Context: an optimization exercise on an open-source flow, tuned for small area, a short achievable clock period and few clock cycles per item. The choices shown serve that exercise and are no tape-out recipe.
At most, simulation tests tie the RTL to the original design; equivalence was not proved.
No activity file was given, so power comes from the tool's default toggle rates.

==> flow/design.v <==
module xillybus_wrapper (
    input         ap_clk,
    input         ap_rst,
    input  [31:0] in_r_dout,
    input         in_r_empty_n,
    output        in_r_read,
    output [31:0] out_r_din,
    input         out_r_full_n,
    output        out_r_write
);
    function [1:0] step3(input [1:0] m, input b);
        case ({m, b})
            3'b000: step3 = 2'd0;
            3'b001: step3 = 2'd1;
            3'b010: step3 = 2'd2;
            3'b011: step3 = 2'd0;
            3'b100: step3 = 2'd1;
            3'b101: step3 = 2'd2;
            default: step3 = 2'bxx;
        endcase
    endfunction
    wire [7:0] R = in_r_dout[23:16];
    wire [7:0] G = in_r_dout[15:8];
    wire [7:0] B = in_r_dout[7:0];
    reg        vld;
    reg  [9:0] s;
    wire ready = ~vld | out_r_full_n;
    assign in_r_read   = in_r_empty_n & ready;
    assign out_r_write = vld & out_r_full_n;
    always @(posedge ap_clk) begin
        if (ap_rst) vld <= 1'b0;
        else if (ready) vld <= in_r_empty_n;
        if (ready) s <= R + G + B;
    end
    reg [1:0] m [0:10];
    reg [7:0] q;
    integer i;
    always @* begin
        m[10] = 2'd0;
        for (i = 9; i >= 0; i = i - 1) m[i] = step3(m[i+1], s[i]);
        for (i = 0; i < 8; i = i + 1) q[i] = m[i+1][1] | (m[i+1][0] & s[i]);
    end
    assign out_r_din = {24'd0, q};
endmodule
==> flow/config.mk <==
export PLATFORM = sky130hd
export DESIGN_NAME = xillybus_wrapper
export DESIGN_NICKNAME = xillybus_wrapper
export VERILOG_FILES = /design/flow/design.v
export SDC_FILE = /design/flow/constraint.sdc
export NUM_CORES = 4
export LEC_CHECK = 0
export ABC_AREA = 1
export CAP_MARGIN = 20
export CORE_AREA = 2.3 2.72 58.42 59.84
export DIE_AREA = 0 0 60.5 62.2
export SETUP_SLACK_MARGIN = 3.3
export SLEW_MARGIN = 20
==> flow/constraint.sdc <==
create_clock -name core_clock -period 7.0 [get_ports {ap_clk}]
set_input_delay 1.4000 -clock core_clock [delete_from_list [all_inputs] [get_ports {ap_clk}]]
set_output_delay 1.4000 -clock core_clock [all_outputs]
set_load 0.01 [all_outputs]
standard.sh (not shown) runs the stock make flow with config.mk's settings and CLKGATE_MAP_FILE= SYNTH_SCRIPT=/design/flow/synth_recipe.tcl, a recipe that flattens the netlist after the stock synthesis.
==> flow/flow/run.sh <==
#!/bin/bash
# Standard ORFS layout with two changes: every port buffer starts as a
# sky130_fd_sc_hd__buf_1 (the resizer may still resize it), and the constant
# outputs share the one tie cell synthesis made instead of one tie cell each.
set -euo pipefail
bash standard.sh SKIP_REPAIR_TIE_FANOUT=1 \
  "BUFFER_PORTS_ARGS=-buffer_cell sky130_fd_sc_hd__buf_1" finish > standard_flow.log 2>&1
The first run ran to the end with no violations.
Testbench counts at the start, summed over its fixed seeds: cycles 8,008, items 8,000.
==> next run, changes <==
==> flow/design.v (replaced) <==
module xillybus_wrapper (
    input         ap_clk,
    input         ap_rst,
    input  [31:0] in_r_dout,
    input         in_r_empty_n,
    output        in_r_read,
    output [31:0] out_r_din,
    input         out_r_full_n,
    output        out_r_write
);
    localparam K = 7;
    function [1:0] step3(input [1:0] m, input b);
        case ({m, b})
            3'b000: step3 = 2'd0;
            3'b001: step3 = 2'd1;
            3'b010: step3 = 2'd2;
            3'b011: step3 = 2'd0;
            3'b100: step3 = 2'd1;
            3'b101: step3 = 2'd2;
            default: step3 = 2'bxx;
        endcase
    endfunction
    wire [7:0] R = in_r_dout[23:16];
    wire [7:0] G = in_r_dout[15:8];
    wire [7:0] B = in_r_dout[7:0];
    wire [9:0] sum = R + G + B;
    reg [1:0] mt [K:10];
    reg [7:K] qt;
    integer i;
    always @* begin
        mt[10] = 2'd0;
        for (i = 9; i >= K; i = i - 1) mt[i] = step3(mt[i+1], sum[i]);
        for (i = K; i < 8; i = i + 1) qt[i] = mt[i+1][1] | (mt[i+1][0] & sum[i]);
    end
    reg          vld;
    reg  [7:K]   qh;      
    reg  [1:0]   mh;      
    reg  [K-1:0] sl;      
    wire ready = ~vld | out_r_full_n;
    assign in_r_read   = in_r_empty_n & ready;
    assign out_r_write = vld & out_r_full_n;
    always @(posedge ap_clk) begin
        if (ap_rst) vld <= 1'b0;
        else if (ready) vld <= in_r_empty_n;
        if (ready) begin
            qh <= qt;
            mh <= mt[K];
            sl <= sum[K-1:0];
        end
    end
    reg [1:0] m [0:K];
    reg [K-1:0] ql;
    always @* begin
        m[K] = mh;
        for (i = K - 1; i >= 0; i = i - 1) m[i] = step3(m[i+1], sl[i]);
        for (i = 0; i < K; i = i + 1) ql[i] = m[i+1][1] | (m[i+1][0] & sl[i]);
    end
    assign out_r_din = {24'd0, qh, ql};
endmodule
=> Clock power is higher by 6.8%. Global-route usage went up by 1.1 points. Final area falls by 10%. Total power fell by 18%. Worst setup slack is better by 0.013 ns. Synthesized cell count came out higher by 3.2%. Synthesized area is lower by 0.56%. Critical path depth came out lower by 1. Sequential cell count does not change. Final cell count rose by 1.4%. Core utilization went down by 4.8 points.
For the second run of this note, only the layout was checked, not whether the RTL still works.


== job 2667 ==
xillybus_wrapper, a different RTL version from the one above (not shown whole).
For scale: roughly 170 cells after synthesis, ~20 flip-flops, about 70 I/O pins.
==> module xillybus_wrapper, before the edit <==
module xillybus_wrapper (
    input         ap_clk,
    input         ap_rst,
    input  [31:0] in_r_dout,
    input         in_r_empty_n,
    output        in_r_read,
    output [31:0] out_r_din,
    input         out_r_full_n,
    output        out_r_write
);
    function [1:0] step3(input [1:0] m, input b);
        case ({m, b})
            3'b000: step3 = 2'd0;
            3'b001: step3 = 2'd1;
            3'b010: step3 = 2'd2;
            3'b011: step3 = 2'd0;
            3'b100: step3 = 2'd1;
            3'b101: step3 = 2'd2;
            default: step3 = 2'bxx;
        endcase
    endfunction
    wire [7:0] R = in_r_dout[23:16];
    wire [7:0] G = in_r_dout[15:8];
    wire [7:0] B = in_r_dout[7:0];
    reg        vld1, vld2;
    reg  [9:0] s;
    reg  [7:0] y;
    wire ready = ~vld2 | out_r_full_n;
    assign in_r_read   = in_r_empty_n & ready;
    assign out_r_write = vld2 & out_r_full_n;
    assign out_r_din   = {24'd0, y};
    reg [1:0] m [0:10];
    reg [7:0] q;
    integer i;
    always @* begin
        m[10] = 2'd0;
        for (i = 9; i >= 0; i = i - 1) m[i] = step3(m[i+1], s[i]);
        for (i = 0; i < 8; i = i + 1) q[i] = m[i+1][1] | (m[i+1][0] & s[i]);
    end
    always @(posedge ap_clk) begin
        if (ap_rst) begin
            vld1 <= 1'b0;
            vld2 <= 1'b0;
        end else if (ready) begin
            vld1 <= in_r_empty_n;
            vld2 <= vld1;
        end
        if (ready) begin
            s <= R + G + B;
            y <= q;
        end
    end
endmodule
clock: 7.0 ns
lec_check: 0
abc_area: 1
cap_margin: 20
core_margin: 2
core_utilization: 60
setup_slack_margin: 3.7
slew_margin: 20
Scripts as last shown in full above: flow/flow/run.sh
Changes in job 8699 relative to job 2667:
--- a/flow/design.v
+++ b/flow/design.v
@@ -20,34 +20,25 @@
         endcase
     endfunction
     wire [7:0] R = in_r_dout[23:16];
     wire [7:0] G = in_r_dout[15:8];
     wire [7:0] B = in_r_dout[7:0];
-    reg        vld1, vld2;
+    reg        vld;
     reg  [9:0] s;
-    reg  [7:0] y;
-    wire ready = ~vld2 | out_r_full_n;
+    wire ready = ~vld | out_r_full_n;
     assign in_r_read   = in_r_empty_n & ready;
-    assign out_r_write = vld2 & out_r_full_n;
-    assign out_r_din   = {24'd0, y};
+    assign out_r_write = vld & out_r_full_n;
+    always @(posedge ap_clk) begin
+        if (ap_rst) vld <= 1'b0;
+        else if (ready) vld <= in_r_empty_n;
+        if (ready) s <= R + G + B;
+    end
     reg [1:0] m [0:10];
     reg [7:0] q;
     integer i;
     always @* begin
         m[10] = 2'd0;
         for (i = 9; i >= 0; i = i - 1) m[i] = step3(m[i+1], s[i]);
         for (i = 0; i < 8; i = i + 1) q[i] = m[i+1][1] | (m[i+1][0] & s[i]);
     end
-    always @(posedge ap_clk) begin
-        if (ap_rst) begin
-            vld1 <= 1'b0;
-            vld2 <= 1'b0;
-        end else if (ready) begin
-            vld1 <= in_r_empty_n;
-            vld2 <= vld1;
-        end
-        if (ready) begin
-            s <= R + G + B;
-            y <= q;
-        end
-    end
+    assign out_r_din = {24'd0, q};
 endmodule
### Flow results
STATUS minimum setup slack in the final design: job 8699 loses against job 2667
Taking job 2667 as the reference point, the sequential power of job 8699 falls by about 44%.
The flow did not stop early for job 8699: all stages ran, and the layout cleared the timing, DRC and antenna checks.
Compared with job 2667, in job 8699 global-route usage has decreased, wire length on met3 has decreased, cell area has decreased.
Against job 2667 as the reference, job 8699 delivers a lower netlist area before placement.
Job 8699 vs. job 2667: number of placed instances, taps included -15, die extent in x -4.6 µm.
Worst hold slack after final layout is lower on job 2667
Testbench counts of job 8699, summed over its fixed seeds: cycles 8,008, items 8,000.
Only the layout flow was run in job 2667; the RTL was not checked for function there.


== run 1 ==
xillybus_wrapper with an RTL version that a note above also has.
Size: roughly 160 cells after synthesis, roughly 1300 µm² of cells after synthesis.
==> module xillybus_wrapper, before the edit <==
module xillybus_wrapper (
    input         ap_clk,
    input         ap_rst,
    input  [31:0] in_r_dout,
    input         in_r_empty_n,
    output        in_r_read,
    output [31:0] out_r_din,
    input         out_r_full_n,
    output        out_r_write
);
    localparam K = 7;
    function [1:0] step3(input [1:0] m, input b);
        case ({m, b})
            3'b000: step3 = 2'd0;
            3'b001: step3 = 2'd1;
            3'b010: step3 = 2'd2;
            3'b011: step3 = 2'd0;
            3'b100: step3 = 2'd1;
            3'b101: step3 = 2'd2;
            default: step3 = 2'bxx;
        endcase
    endfunction
    wire [7:0] R = in_r_dout[23:16];
    wire [7:0] G = in_r_dout[15:8];
    wire [7:0] B = in_r_dout[7:0];
    wire [9:0] sum = R + G + B;
    reg [1:0] mt [K:10];
    reg [7:K] qt;
    integer i;
    always @* begin
        mt[10] = 2'd0;
        for (i = 9; i >= K; i = i - 1) mt[i] = step3(mt[i+1], sum[i]);
        for (i = K; i < 8; i = i + 1) qt[i] = mt[i+1][1] | (mt[i+1][0] & sum[i]);
    end
    reg          vld;
    reg  [7:K]   qh;      
    reg  [1:0]   mh;      
    reg  [K-1:0] sl;      
    wire ready = ~vld | out_r_full_n;
    assign in_r_read   = in_r_empty_n & ready;
    assign out_r_write = vld & out_r_full_n;
    always @(posedge ap_clk) begin
        if (ap_rst) vld <= 1'b0;
        else if (ready) vld <= in_r_empty_n;
        if (ready) begin
            qh <= qt;
            mh <= mt[K];
            sl <= sum[K-1:0];
        end
    end
    reg [1:0] m [0:K];
    reg [K-1:0] ql;
    always @* begin
        m[K] = mh;
        for (i = K - 1; i >= 0; i = i - 1) m[i] = step3(m[i+1], sl[i]);
        for (i = 0; i < K; i = i + 1) ql[i] = m[i+1][1] | (m[i+1][0] & sl[i]);
    end
    assign out_r_din = {24'd0, qh, ql};
endmodule
==> flow/config.mk <==
export PLATFORM = sky130hd
export DESIGN_NAME = xillybus_wrapper
export DESIGN_NICKNAME = xillybus_wrapper
export VERILOG_FILES = /design/flow/design.v
export SDC_FILE = /design/flow/constraint.sdc
export NUM_CORES = 4
export LEC_CHECK = 0
export ABC_AREA = 1
export CAP_MARGIN = 20
export CORE_AREA = 2.3 2.72 61.64 61.2
export DIE_AREA = 0 0 64 64
export SETUP_SLACK_MARGIN = 3.0
export SLEW_MARGIN = 20
==> flow/constraint.sdc <==
create_clock -name core_clock -period 7.0 [get_ports {ap_clk}]
set_input_delay 1.4000 -clock core_clock [delete_from_list [all_inputs] [get_ports {ap_clk}]]
set_output_delay 1.4000 -clock core_clock [all_outputs]
set_load 0.01 [all_outputs]
Scripts as last shown in full above: flow/flow/run.sh
## Diff of input files: run 2 against run 1
diff --git a/flow/design.v b/flow/design.v
--- a/flow/design.v
+++ b/flow/design.v
@@ -8,7 +8,7 @@
     input         out_r_full_n,
     output        out_r_write
 );
-    localparam K = 7;
+    localparam K = 6;
     function [1:0] step3(input [1:0] m, input b);
         case ({m, b})
             3'b000: step3 = 2'd0;
## What came out
Run 2: flow completed, timing, DRC and antenna clean
Run 1: done, clean on timing, DRC and antenna
From run 1 to run 2 the numbers moved as follows: synthesized-area fraction occupied by and/or/nand/nor cells picked up an extra 5.2 points, final core utilization shows an increase of 1.3 points.
Run 2 vs. run 1: worst setup margin picked up an extra 0.11 ns; wire length of the first global-routing pass picked up an extra about 6%; distinct cell type count of the synthesized netlist lost 12%; via count picked up an extra 77.
Run 2 ended with more finished layout cell area than run 1.
Testbench counts of run 2, summed over its fixed seeds: cycles 8,008, items 8,000.
Function not checked in run 1: the RTL went through the layout flow alone.


== middle ==
xillybus_wrapper again, from the RTL that the note above started with.
Settings: LEC_CHECK=0, ABC_AREA=1, CAP_MARGIN=20, CORE_AREA=2.3 2.72 61.64 61.2, DIE_AREA=0 0 64 64, SETUP_SLACK_MARGIN=3.6, SLEW_MARGIN=20; clock period 7.0 ns.
Scripts as last shown in full above: flow/flow/run.sh
middle reached the end of the flow, and the finished layout is clean on the timing, DRC and antenna checks.
What west does differently from middle at the input level:
==> flow/design.v <==
module xillybus_wrapper (
    input         ap_clk,
    input         ap_rst,
    input  [31:0] in_r_dout,
    input         in_r_empty_n,
    output        in_r_read,
    output [31:0] out_r_din,
    input         out_r_full_n,
    output        out_r_write
);
    function [1:0] step3(input [1:0] m, input b);
        case ({m, b})
            3'b000: step3 = 2'd0;
            3'b001: step3 = 2'd1;
            3'b010: step3 = 2'd2;
            3'b011: step3 = 2'd0;
            3'b100: step3 = 2'd1;
            3'b101: step3 = 2'd2;
            default: step3 = 2'bxx;
        endcase
    endfunction
    wire [7:0] R = in_r_dout[23:16];
    wire [7:0] G = in_r_dout[15:8];
    wire [7:0] B = in_r_dout[7:0];
    reg        vld;
    reg  [9:0] s;
    wire ready = ~vld | out_r_full_n;
    assign in_r_read   = in_r_empty_n & ready;
    assign out_r_write = vld & out_r_full_n;
    always @(posedge ap_clk) begin
        if (ap_rst) vld <= 1'b0;
        else if (ready) vld <= in_r_empty_n;
        if (ready) s <= R + G + B;
    end
    reg [1:0] m [0:10];
    reg [7:0] q;
    integer i;
    always @* begin
        m[10] = 2'd0;
        for (i = 9; i >= 0; i = i - 1) m[i] = step3(m[i+1], s[i]);
        for (i = 0; i < 8; i = i + 1) q[i] = m[i+1][1] | (m[i+1][0] & s[i]);
    end
    assign out_r_din = {24'd0, q};
endmodule
Findings:
west ran to completion and came out clean on the timing, DRC and antenna checks.
Between middle and west, the net switching fraction of the power is higher for west.
~same post-synthesis share of cell area spent on xor and xnor gates in middle and west
The leakage power total of west is lower than that of middle.
Compared with middle, in west setup slack dropped 0.057 ns; wire length has decreased; share of total power in combinational logic now sits at about the same level; overall routing resource usage increased 0.71 points; final hold slack went down by 0.017 ns.
Vias: west fewer than middle
Comparing middle and west, the higher number of standard cells after synthesis is on middle.
Comparing west with middle, the total negative slack for setup checks came out essentially unchanged.
west against middle: sequential share of layout area increased 0.59 points, number of maximum-capacitance violations essentially unchanged.
Testbench counts of west, summed over its fixed seeds: cycles 8,008, items 8,000.
No functional check of the RTL was part of middle.


## the baseline
Another version of the RTL of xillybus_wrapper (not shown whole).
Size: about 170 cells after synthesis, about 11 flip-flops, ~70 I/O pins.
==> module xillybus_wrapper, before the edit <==
module xillybus_wrapper (
    input         ap_clk,
    input         ap_rst,
    input  [31:0] in_r_dout,
    input         in_r_empty_n,
    output        in_r_read,
    output [31:0] out_r_din,
    input         out_r_full_n,
    output        out_r_write
);
    localparam K = 7;
    function [1:0] step3(input [1:0] m, input b);
        case ({m, b})
            3'b000: step3 = 2'd0;
            3'b001: step3 = 2'd1;
            3'b010: step3 = 2'd2;
            3'b011: step3 = 2'd0;
            3'b100: step3 = 2'd1;
            3'b101: step3 = 2'd2;
            default: step3 = 2'bxx;
        endcase
    endfunction
    function [9-K:0] divtop(input [9-K:0] x);
        reg [1:0] m;
        reg [7:K] q;
        integer j;
        begin
            m = 2'd0;
            for (j = 9 - K; j >= 0; j = j - 1) begin
                if (j + K <= 7) q[j + K] = m[1] | (m[0] & x[j]);
                m = step3(m, x[j]);
            end
            divtop = {q, m};
        end
    endfunction
    wire [7:0] R = in_r_dout[23:16];
    wire [7:0] G = in_r_dout[15:8];
    wire [7:0] B = in_r_dout[7:0];
    wire [7:0] a = R ^ G ^ B;
    wire [7:0] c = (R & G) | (R & B) | (G & B);
    wire [K:0]   lo = {1'b0, a[K-1:0]} + {1'b0, c[K-2:0], 1'b0};
    wire [9-K:0] hi0 = {2'b00, a[7:K]} + {1'b0, c[7:K-1]};
    wire [9-K:0] hi1 = {2'b00, a[7:K]} + {1'b0, c[7:K-1]} + 1'b1;
    wire [9-K:0] d0 = divtop(hi0);
    wire [9-K:0] d1 = divtop(hi1);
    wire [9-K:0] dt = lo[K] ? d1 : d0;
    reg          vld;
    reg  [7:K]   qh;      
    reg  [1:0]   mh;      
    reg  [K-1:0] sl;      
    wire ready = ~vld | out_r_full_n;
    assign in_r_read   = in_r_empty_n & ready;
    assign out_r_write = vld & out_r_full_n;
    always @(posedge ap_clk) begin
        if (ap_rst) vld <= 1'b0;
        else if (ready) vld <= in_r_empty_n;
        if (ready) begin
            qh <= dt[9-K:2];
            mh <= dt[1:0];
            sl <= lo[K-1:0];
        end
    end
    reg [1:0] m [0:K];
    reg [K-1:0] ql;
    integer i;
    always @* begin
        m[K] = mh;
        for (i = K - 1; i >= 0; i = i - 1) m[i] = step3(m[i+1], sl[i]);
        for (i = 0; i < K; i = i + 1) ql[i] = m[i+1][1] | (m[i+1][0] & sl[i]);
    end
    assign out_r_din = {24'd0, qh, ql};
endmodule
clock: 7.0 ns
lec_check: 0
abc_area: 1
cap_margin: 20
core_area: 2.3 2.72 58.42 59.84
die_area: 0 0 60.5 62.2
setup_slack_margin: 3.3
slew_margin: 20
Scripts as last shown in full above: flow/flow/run.sh
Setup changes, the baseline to the candidate
==> flow/design.v <==
module xillybus_wrapper (
    input         ap_clk,
    input         ap_rst,
    input  [31:0] in_r_dout,
    input         in_r_empty_n,
    output        in_r_read,
    output [31:0] out_r_din,
    input         out_r_full_n,
    output        out_r_write
);
    localparam K = 6;
    function [1:0] step3(input [1:0] m, input b);
        case ({m, b})
            3'b000: step3 = 2'd0;
            3'b001: step3 = 2'd1;
            3'b010: step3 = 2'd2;
            3'b011: step3 = 2'd0;
            3'b100: step3 = 2'd1;
            3'b101: step3 = 2'd2;
            default: step3 = 2'bxx;
        endcase
    endfunction
    wire [7:0] R = in_r_dout[23:16];
    wire [7:0] G = in_r_dout[15:8];
    wire [7:0] B = in_r_dout[7:0];
    wire [9:0] sum = R + G + B;
    reg [1:0] mt [K:10];
    reg [7:K] qt;
    integer i;
    always @* begin
        mt[10] = 2'd0;
        for (i = 9; i >= K; i = i - 1) mt[i] = step3(mt[i+1], sum[i]);
        for (i = K; i < 8; i = i + 1) qt[i] = mt[i+1][1] | (mt[i+1][0] & sum[i]);
    end
    reg          vld;
    reg  [7:K]   qh;      
    reg  [1:0]   mh;      
    reg  [K-1:0] sl;      
    wire ready = ~vld | out_r_full_n;
    assign in_r_read   = in_r_empty_n & ready;
    assign out_r_write = vld & out_r_full_n;
    always @(posedge ap_clk) begin
        if (ap_rst) vld <= 1'b0;
        else if (ready) vld <= in_r_empty_n;
        if (ready) begin
            qh <= qt;
            mh <= mt[K];
            sl <= sum[K-1:0];
        end
    end
    reg [1:0] m [0:K];
    reg [K-1:0] ql;
    always @* begin
        m[K] = mh;
        for (i = K - 1; i >= 0; i = i - 1) m[i] = step3(m[i+1], sl[i]);
        for (i = 0; i < K; i = i + 1) ql[i] = m[i+1][1] | (m[i+1][0] & sl[i]);
    end
    assign out_r_din = {24'd0, qh, ql};
endmodule
[summary]
No stage failed in the candidate, and the final checks on the layout all came back clean.
Detailed-placement wirelength estimate is lower on the candidate
From the baseline to the candidate the numbers moved as follows: critical path depth up 5; synthesized netlist net count climbed 4.1%; fraction of met3 tracks used by global routing +0.83 points; post-layout minimum cycle time fell by 27 ps; total of fill cells in the finished design shows a reduction of about 3.2%.
Re switching share of total power: the baseline was lower than the candidate.
[the candidate] total track usage fell 0.68 points relative to the baseline
The start point of the critical path comes out in_r_dout[1] in one run and in_r_dout[7] in the other, namely in the candidate and the baseline respectively.
Power consumption shrinks by a few percent when moving from the baseline to the candidate.
Changes observed in the candidate relative to the baseline: worst-case setup margin in the final layout shows an increase of 27 ps, gate count after technology mapping shows an increase of 12, utilization shows a reduction of 0.55 points, share of synthesized cell area in full adder, half adder and majority cells shows a reduction of 3.4 points, overall routed net length shows a reduction of 10%.
Testbench counts of the candidate, summed over its fixed seeds: cycles 8,008, items 8,000.
No functional check of the RTL was part of the baseline.

-- re-timing with driven ports --
The results above use ideal ports. As a check the final layouts listed here were re-extracted and re-timed, cells and wires unchanged. Step 1, drivers: a clkbuf_16 drives ap_clk and a buf_2 each remaining input, both assumed. Step 2 also shifts input and output timing later by t, the mid clock arrival at the registers, as if the neighbouring blocks saw the same clock. a / b / c = ideal ports / drivers / drivers and shift; a / b = the first two.
run	t (ns)	setup slack, ns	worst setup path after step 2	worst data-port slew with drivers (ns)	cell pins on the clock port's net
the first run of note 1	0.274	3.445 / 3.425 / 3.336	input to register	0.03	1
the second run of note 1	0.281	3.459 / 3.457 / 3.176	input to register	0.03	1
job 2667	0.317	3.698 / 3.667 / 3.483	input to register	0.04	1
job 8699	0.286	3.452 / 3.431 / 3.443	input to register	0.03	1
run 1	0.279	3.429 / 3.424 / 3.146	input to register	0.03	1
run 2	0.277	3.541 / 3.541 / 3.264	input to register	0.03	1
middle	0.277	3.560 / 3.550 / 3.274	input to register	0.04	1
west	0.281	3.503 / 3.483 / 3.477	input to register	0.03	1
the baseline	0.273	3.554 / 3.552 / 3.280	input to register	0.03	1
the candidate	0.282	3.582 / 3.580 / 3.297	input to register	0.03	1
After both steps every run listed still meets setup and hold. The setup slack of middle, which loses most, moves by -0.010 ns with the drivers and by -0.286 ns with both steps.
